This is an optimization exercise on Yosys and OpenROAD, whose aim is small area, a short achievable clock period and few clock cycles per item, not a production implementation. Only simulation tests tie the RTL to the original design; equivalence was not proved. Power is estimated from default activity; no workload was simulated.

== job 2350 ==
// booth
module booth(clk, rst, inp, mtpr, mtpd, done, adds, subs, prod);
Size: about 2400 cells after synthesis, ~140 I/O pins.
export LEC_CHECK = 0
export CAP_MARGIN = 20
export CORE_MARGIN = 2
export CORE_UTILIZATION = 55
export PLACE_DENSITY = 0.7
export SETUP_SLACK_MARGIN = 0.3
export SLEW_MARGIN = 20
create_clock -name core_clock -period 6.0 [get_ports {clk}]
standard.sh (not shown) runs the stock make flow with config.mk's settings and CLKGATE_MAP_FILE= SYNTH_SCRIPT=/design/flow/synth_recipe.tcl, a recipe that flattens the netlist after the stock synthesis.
==> flow/flow/run.sh <==
#!/bin/bash
# The standard layout (standard.sh) with two changes:
#  - synthesis runs Yosys's synth with -noabc, so the early "abc -fast" does not remap the
#    generated adder trees before extract_fa; the full adders then come out without the
#    inverters that the remapped polarity needs. Everything else in the synthesis script
#    (synth_recipe.tcl, ORFS synth.tcl, flatten, renaming) is unchanged, so are the registers.
#  - the port buffers that global placement inserts are sky130_fd_sc_hd__buf_4 instead of
#    the delay cell buffer_ports picks by default.
# Each tool's output goes to its own log in this folder (make's to flow_make.log; ORFS
# keeps per-step logs under orfs/logs).
set -euo pipefail
here=$(pwd)
sed 's/yosys synth -nofsm -noshare /yosys synth -nofsm -noshare -noabc /' synth_recipe.tcl > my_synth.tcl
grep -q -- '-noabc' my_synth.tcl
sed "s#SYNTH_SCRIPT=[^ ]*#SYNTH_SCRIPT=$here/my_synth.tcl#" standard.sh > my_standard.sh
grep -q "SYNTH_SCRIPT=$here/my_synth.tcl" my_standard.sh
export BUFFER_PORTS_ARGS="-buffer_cell sky130_fd_sc_hd__buf_4"
bash my_standard.sh > flow_make.log 2>&1
Testbench counts of job 2350, summed over its fixed seeds: cycles 2,400, items 2,400.
What job 6197 does differently from job 2350 at the input level:
Settings: a change of PLACE_DENSITY from 0.7 to 0.6; a change of CORE_UTILIZATION from 55 to 40.
[summary]
- Job 6197 completed every stage of the flow, and the final layout passed the timing, design-rule and antenna checks.
- Looking at fraction of power spent switching nets, job 6197 sits above job 2350.
- Re antenna diode instance count: no difference whatsoever between job 2350 and job 6197.
- Job 2350 has a lower switching power total than job 6197.
- Job 2350 → job 6197: global-route wire length before repair now sits higher, relative area of clock buffers and inverters in the final design now sits at about the same level, critical path depth now sits lower, total internal power now sits higher, amount of wire on met3 after detailed routing now sits at about the same level.
- Looking at global-route usage, job 6197 sits below job 2350.
- Summary of job 6197 over job 2350: sum of internal, switching and leakage power climbed 2.8%, shortest period the worst path allows dropped 76 ps.
Edits applied to the flow inputs when going from job 6197 to job 9337:
Settings: SETUP_SLACK_MARGIN now 0.9, was 0.3.
diff --git a/flow/flow/run.sh b/flow/flow/run.sh
--- a/flow/flow/run.sh
+++ b/flow/flow/run.sh
@@ -5,5 +5,5 @@
 #    inverters that the remapped polarity needs. Everything else in the synthesis script
 #    (synth_recipe.tcl, ORFS synth.tcl, flatten, renaming) is unchanged, so are the registers.
-#  - the port buffers that global placement inserts are sky130_fd_sc_hd__buf_4 instead of
+#  - the port buffers that global placement inserts are sky130_fd_sc_hd__buf_2 instead of
 #    the delay cell buffer_ports picks by default.
 # Each tool's output goes to its own log in this folder (make's to flow_make.log; ORFS
@@ -15,4 +15,4 @@
 sed "s#SYNTH_SCRIPT=[^ ]*#SYNTH_SCRIPT=$here/my_synth.tcl#" standard.sh > my_standard.sh
 grep -q "SYNTH_SCRIPT=$here/my_synth.tcl" my_standard.sh
-export BUFFER_PORTS_ARGS="-buffer_cell sky130_fd_sc_hd__buf_4"
+export BUFFER_PORTS_ARGS="-buffer_cell sky130_fd_sc_hd__buf_2"
 bash my_standard.sh > flow_make.log 2>&1
## What came out
Reported for job 6197 and job 9337, number of remaining DRC errors turned out identical to the last digit.
Wire length of the first global-routing pass essentially unchanged between job 9337 and job 6197.
[job 9337 vs job 6197] fmax: higher in job 9337
Number of resized instances in the post-cts repair step: job 6197 and job 9337 compared, higher one is job 9337
Job 9337 vs. job 6197: sum of met3 wire segment lengths after detailed routing saw an increase; fraction of final layout cells sized beyond drive strength 1 saw an increase.
Job 9337: clock buffer instance count of the final layout lower than job 6197
Logic gate share of total power down 1.0 points in job 9337 wrt job 6197
Global-route usage over all layers, job 6197 and job 9337: higher on job 6197
The inputs of job 7348 differ from those of job 9337 as listed below.
Settings: swapping 0.9 for 1.5 in SETUP_SLACK_MARGIN.
diff --git a/flow/flow/run.sh b/flow/flow/run.sh
--- a/flow/flow/run.sh
+++ b/flow/flow/run.sh
@@ -5,5 +5,5 @@
 #    inverters that the remapped polarity needs. Everything else in the synthesis script
 #    (synth_recipe.tcl, ORFS synth.tcl, flatten, renaming) is unchanged, so are the registers.
-#  - the port buffers that global placement inserts are sky130_fd_sc_hd__buf_2 instead of
+#  - the port buffers that global placement inserts are sky130_fd_sc_hd__buf_4 instead of
 #    the delay cell buffer_ports picks by default.
 # Each tool's output goes to its own log in this folder (make's to flow_make.log; ORFS
@@ -15,4 +15,4 @@
 sed "s#SYNTH_SCRIPT=[^ ]*#SYNTH_SCRIPT=$here/my_synth.tcl#" standard.sh > my_standard.sh
 grep -q "SYNTH_SCRIPT=$here/my_synth.tcl" my_standard.sh
-export BUFFER_PORTS_ARGS="-buffer_cell sky130_fd_sc_hd__buf_2"
+export BUFFER_PORTS_ARGS="-buffer_cell sky130_fd_sc_hd__buf_4"
 bash my_standard.sh > flow_make.log 2>&1
## What came out
Of job 7348 and job 9337, it is job 7348 that has the lower maximum number of pins on one net before global-route repair.
Capturing instance or port of the critical path: q[31] -> job 9337, prod[55] -> job 7348
Startpoint of the worst setup timing path: mtpr[17] -> job 9337, q[62] -> job 7348
Job 7348 vs. job 9337: count of filler cells inserted in the layout went down by about 11%, transition time at the pin with the least slew margin shrank by 120 ps, final cell count picked up an extra about 7%.
On growth of design area from synthesis to finish, the lower figure sits with job 9337, not job 7348.
Summary — share of the clock period used by the worst path after layout, job 7348 relative to job 9337: lower, by 2.0 points.
Switching part of the total power ended up 1.6 points lower on job 7348 than on job 9337.
[job 7348] power rose 0.0040 W relative to job 9337


## job 1425
booth again, from the RTL that the note above started with.
clock: 6.0 ns
lec_check: 0
cap_margin: 20
core_margin: 2
core_utilization: 40
place_density: 0.6
setup_slack_margin: 0.9
slew_margin: 20
==> flow/flow/run.sh <==
#!/bin/bash
# The standard layout (standard.sh) with two changes:
#  - synthesis runs Yosys's synth with -noabc, so the early "abc -fast" does not remap the
#    generated adder trees before extract_fa; the full adders then come out without the
#    inverters that the remapped polarity needs. Everything else in the synthesis script
#    (synth_recipe.tcl, ORFS synth.tcl, flatten, renaming) is unchanged, so are the registers.
#  - the port buffers that global placement inserts are sky130_fd_sc_hd__buf_4 instead of
#    the delay cell buffer_ports picks by default.
# Each tool's output goes to its own log in this folder (make's to flow_make.log; ORFS
# keeps per-step logs under orfs/logs).
set -euo pipefail
here=$(pwd)
sed 's/yosys synth -nofsm -noshare /yosys synth -nofsm -noshare -noabc /' synth_recipe.tcl > my_synth.tcl
grep -q -- '-noabc' my_synth.tcl
sed "s#SYNTH_SCRIPT=[^ ]*#SYNTH_SCRIPT=$here/my_synth.tcl#" standard.sh > my_standard.sh
grep -q "SYNTH_SCRIPT=$here/my_synth.tcl" my_standard.sh
export BUFFER_PORTS_ARGS="-buffer_cell sky130_fd_sc_hd__buf_4"
bash my_standard.sh > flow_make.log 2>&1
Job 1425 finished every step from synthesis to the final layout, and the layout passed the timing, design-rule and antenna checks.
Testbench counts of job 1425, summed over its fixed seeds: cycles 2,400, items 2,400.
> inputs changed (job 1425 -> job 7680)
diff --git a/flow/config.mk b/flow/config.mk
--- a/flow/config.mk
+++ b/flow/config.mk
@@ -7,0 +8 @@
+export ABC_AREA = 1
[summary]
- Job 1425 vs job 7680, timing startpoint of the critical path: mtpr[7] vs mtpr[11]
- Cell count (job 7680 / job 1425): 1.16
- Run comparison: job 7680 most common cell after layout, fill and taps aside xor2_1; job 1425 most common cell after layout, fill and taps aside xnor2_1
- The higher total global-route track usage of job 1425 and job 7680 is in job 1425.
- Looking at power, job 7680 sits about 5% lower than job 1425 does.
- [job 7680] share of the core filled with cells in the final layout fell 0.45 points relative to job 1425
- Job 7680 vs. job 1425: number of antenna violations at the first check in global routing went up 3, non-clock buffer count went up 50.
The inputs of job 4595 differ from those of job 7680 as listed below.
diff --git a/flow/config.mk b/flow/config.mk
--- a/flow/config.mk
+++ b/flow/config.mk
@@ -8 +7,0 @@
-export ABC_AREA = 1
@@ -13 +12 @@
-export SETUP_SLACK_MARGIN = 0.9
+export SETUP_SLACK_MARGIN = 0.8
Findings:
Between job 4595 and job 7680, it is job 4595 whose sequential power is higher, by about 4%. Between job 4595 and job 7680, it is job 4595 whose sequential share of layout area is higher, by 0.24 points. Across both runs, routed wire length was higher for job 4595 than for job 7680. The core utilization of job 7680 and that of job 4595 are within noise of each other. Compared with job 7680, job 4595 shows a total power that is about 3.5% higher. Comparing share of the yosys chip area belonging to registers for job 7680 and job 4595, the bigger number came from job 4595. met3 wire length shrinks by a few percent when moving from job 7680 to job 4595.
The inputs of job 3219 differ from those of job 4595 as listed below.
diff --git a/flow/config.mk b/flow/config.mk
--- a/flow/config.mk
+++ b/flow/config.mk
@@ -12 +12 @@
-export SETUP_SLACK_MARGIN = 0.8
+export SETUP_SLACK_MARGIN = 2.0
### Flow results
Job 3219 completed every stage of the flow, and the final layout passed the timing, design-rule and antenna checks. Per the final summary, job 4595 finished and its layout is clean on timing, DRC and antenna. Combinational-cell power consumption of job 3219 exceeds that of job 4595 by more than a quarter. Job 3219 against job 4595: proportion of cell area spent on the clock network lost 0.20 points, utilization went up 11 points, total power increased 23%, fraction of registers with async set/reset has remained practically unchanged. Number of vias after detailed routing of job 3219 exceeds that of job 4595 by more than 10%.
Setup changes, job 3219 to job 6459
diff --git a/flow/config.mk b/flow/config.mk
--- a/flow/config.mk
+++ b/flow/config.mk
@@ -12 +12 @@
-export SETUP_SLACK_MARGIN = 2.0
+export SETUP_SLACK_MARGIN = 1.2
Diff job 6459..job 3219 | post-synthesis area per instance | unchanged
A slowest stage cell on the critical path of a211oi_2 is what job 6459 shows, while fa_1 belongs to job 3219.
Final core area utilization came out lower on job 6459 than on job 3219.
Delta (job 6459 minus job 3219): total wire length shows a reduction of 12000 um; layout buffering overhead excluding clock cells went down by 5.6 points.
Edits applied to the flow inputs when going from job 6459 to job 2330:
diff --git a/flow/config.mk b/flow/config.mk
--- a/flow/config.mk
+++ b/flow/config.mk
@@ -12 +12 @@
-export SETUP_SLACK_MARGIN = 1.2
+export SETUP_SLACK_MARGIN = 1.0
Results
Delta (job 2330 minus job 6459): first-pass detailed-route iteration total now sits lower; clock-buffer cell count went up by 1; average size of a mapped cell ~0 delta; worst setup slack after layout rose by 79 ps; combinational group share of total power has decreased. met4 as the highest routing layer actually used was reported by job 2330, and met5 by job 6459. Total power: job 2330 below job 6459. Job 2330 closes out successfully: all stages finished, all timing, DRC and antenna checks passed.

re-timing with driven ports:
Ports are ideal in the flow. The routed layouts listed here were re-timed in OpenROAD.
Step 1: set_driving_cell puts a clkbuf_16 on clk and a buf_2 on each other input, an assumption about the parent block.
Step 2 moves the port delays by t, midway between the first and last clock arrival at a register: inputs arrive t later, outputs are due t later. That takes back most of the time a late clock gives input paths.
Three values: ideal ports, drivers, drivers and shift; two values: the first two.
run	t, ns	setup WS [ns]	hold WS [ns]	clock arrival spread, ns	cell pins on the clock port's net
job 2350	0.537	0.517 / 0.516 / -0.021	1.321 / 1.286 / 1.687	0.012 / 0.012	1
job 6197	0.544	0.593 / 0.610 / 0.065	1.154 / 1.113 / 1.657	0.027 / 0.027	1
job 9337	0.543	0.928 / 0.880 / 0.337	1.014 / 0.981 / 1.524	0.033 / 0.034	1
job 7348	0.562	1.046 / 0.973 / 0.560	1.134 / 1.083 / 1.645	0.018 / 0.018	1
job 1425	0.540	0.990 / 0.959 / 0.418	0.950 / 0.923 / 1.464	0.013 / 0.013	1
job 7680	0.550	0.965 / 0.951 / 0.401	0.950 / 0.915 / 1.465	0.007 / 0.006	1
job 4595	0.534	0.911 / 0.919 / 0.395	1.191 / 1.154 / 1.683	0.010 / 0.010	1
job 3219	0.561	1.089 / 1.016 / 0.606	1.136 / 1.084 / 1.646	0.017 / 0.017	1
job 6459	0.556	0.907 / 0.841 / 0.509	1.085 / 1.054 / 1.609	0.014 / 0.013	1
job 2330	0.559	0.986 / 0.920 / 0.516	0.998 / 0.963 / 1.523	0.027 / 0.027	1
Met with ideal ports but missed after step 2: setup timing in job 2350. For job 9337, which loses most, drivers alone change the setup slack by -0.048 ns; drivers and shift together by -0.591 ns.
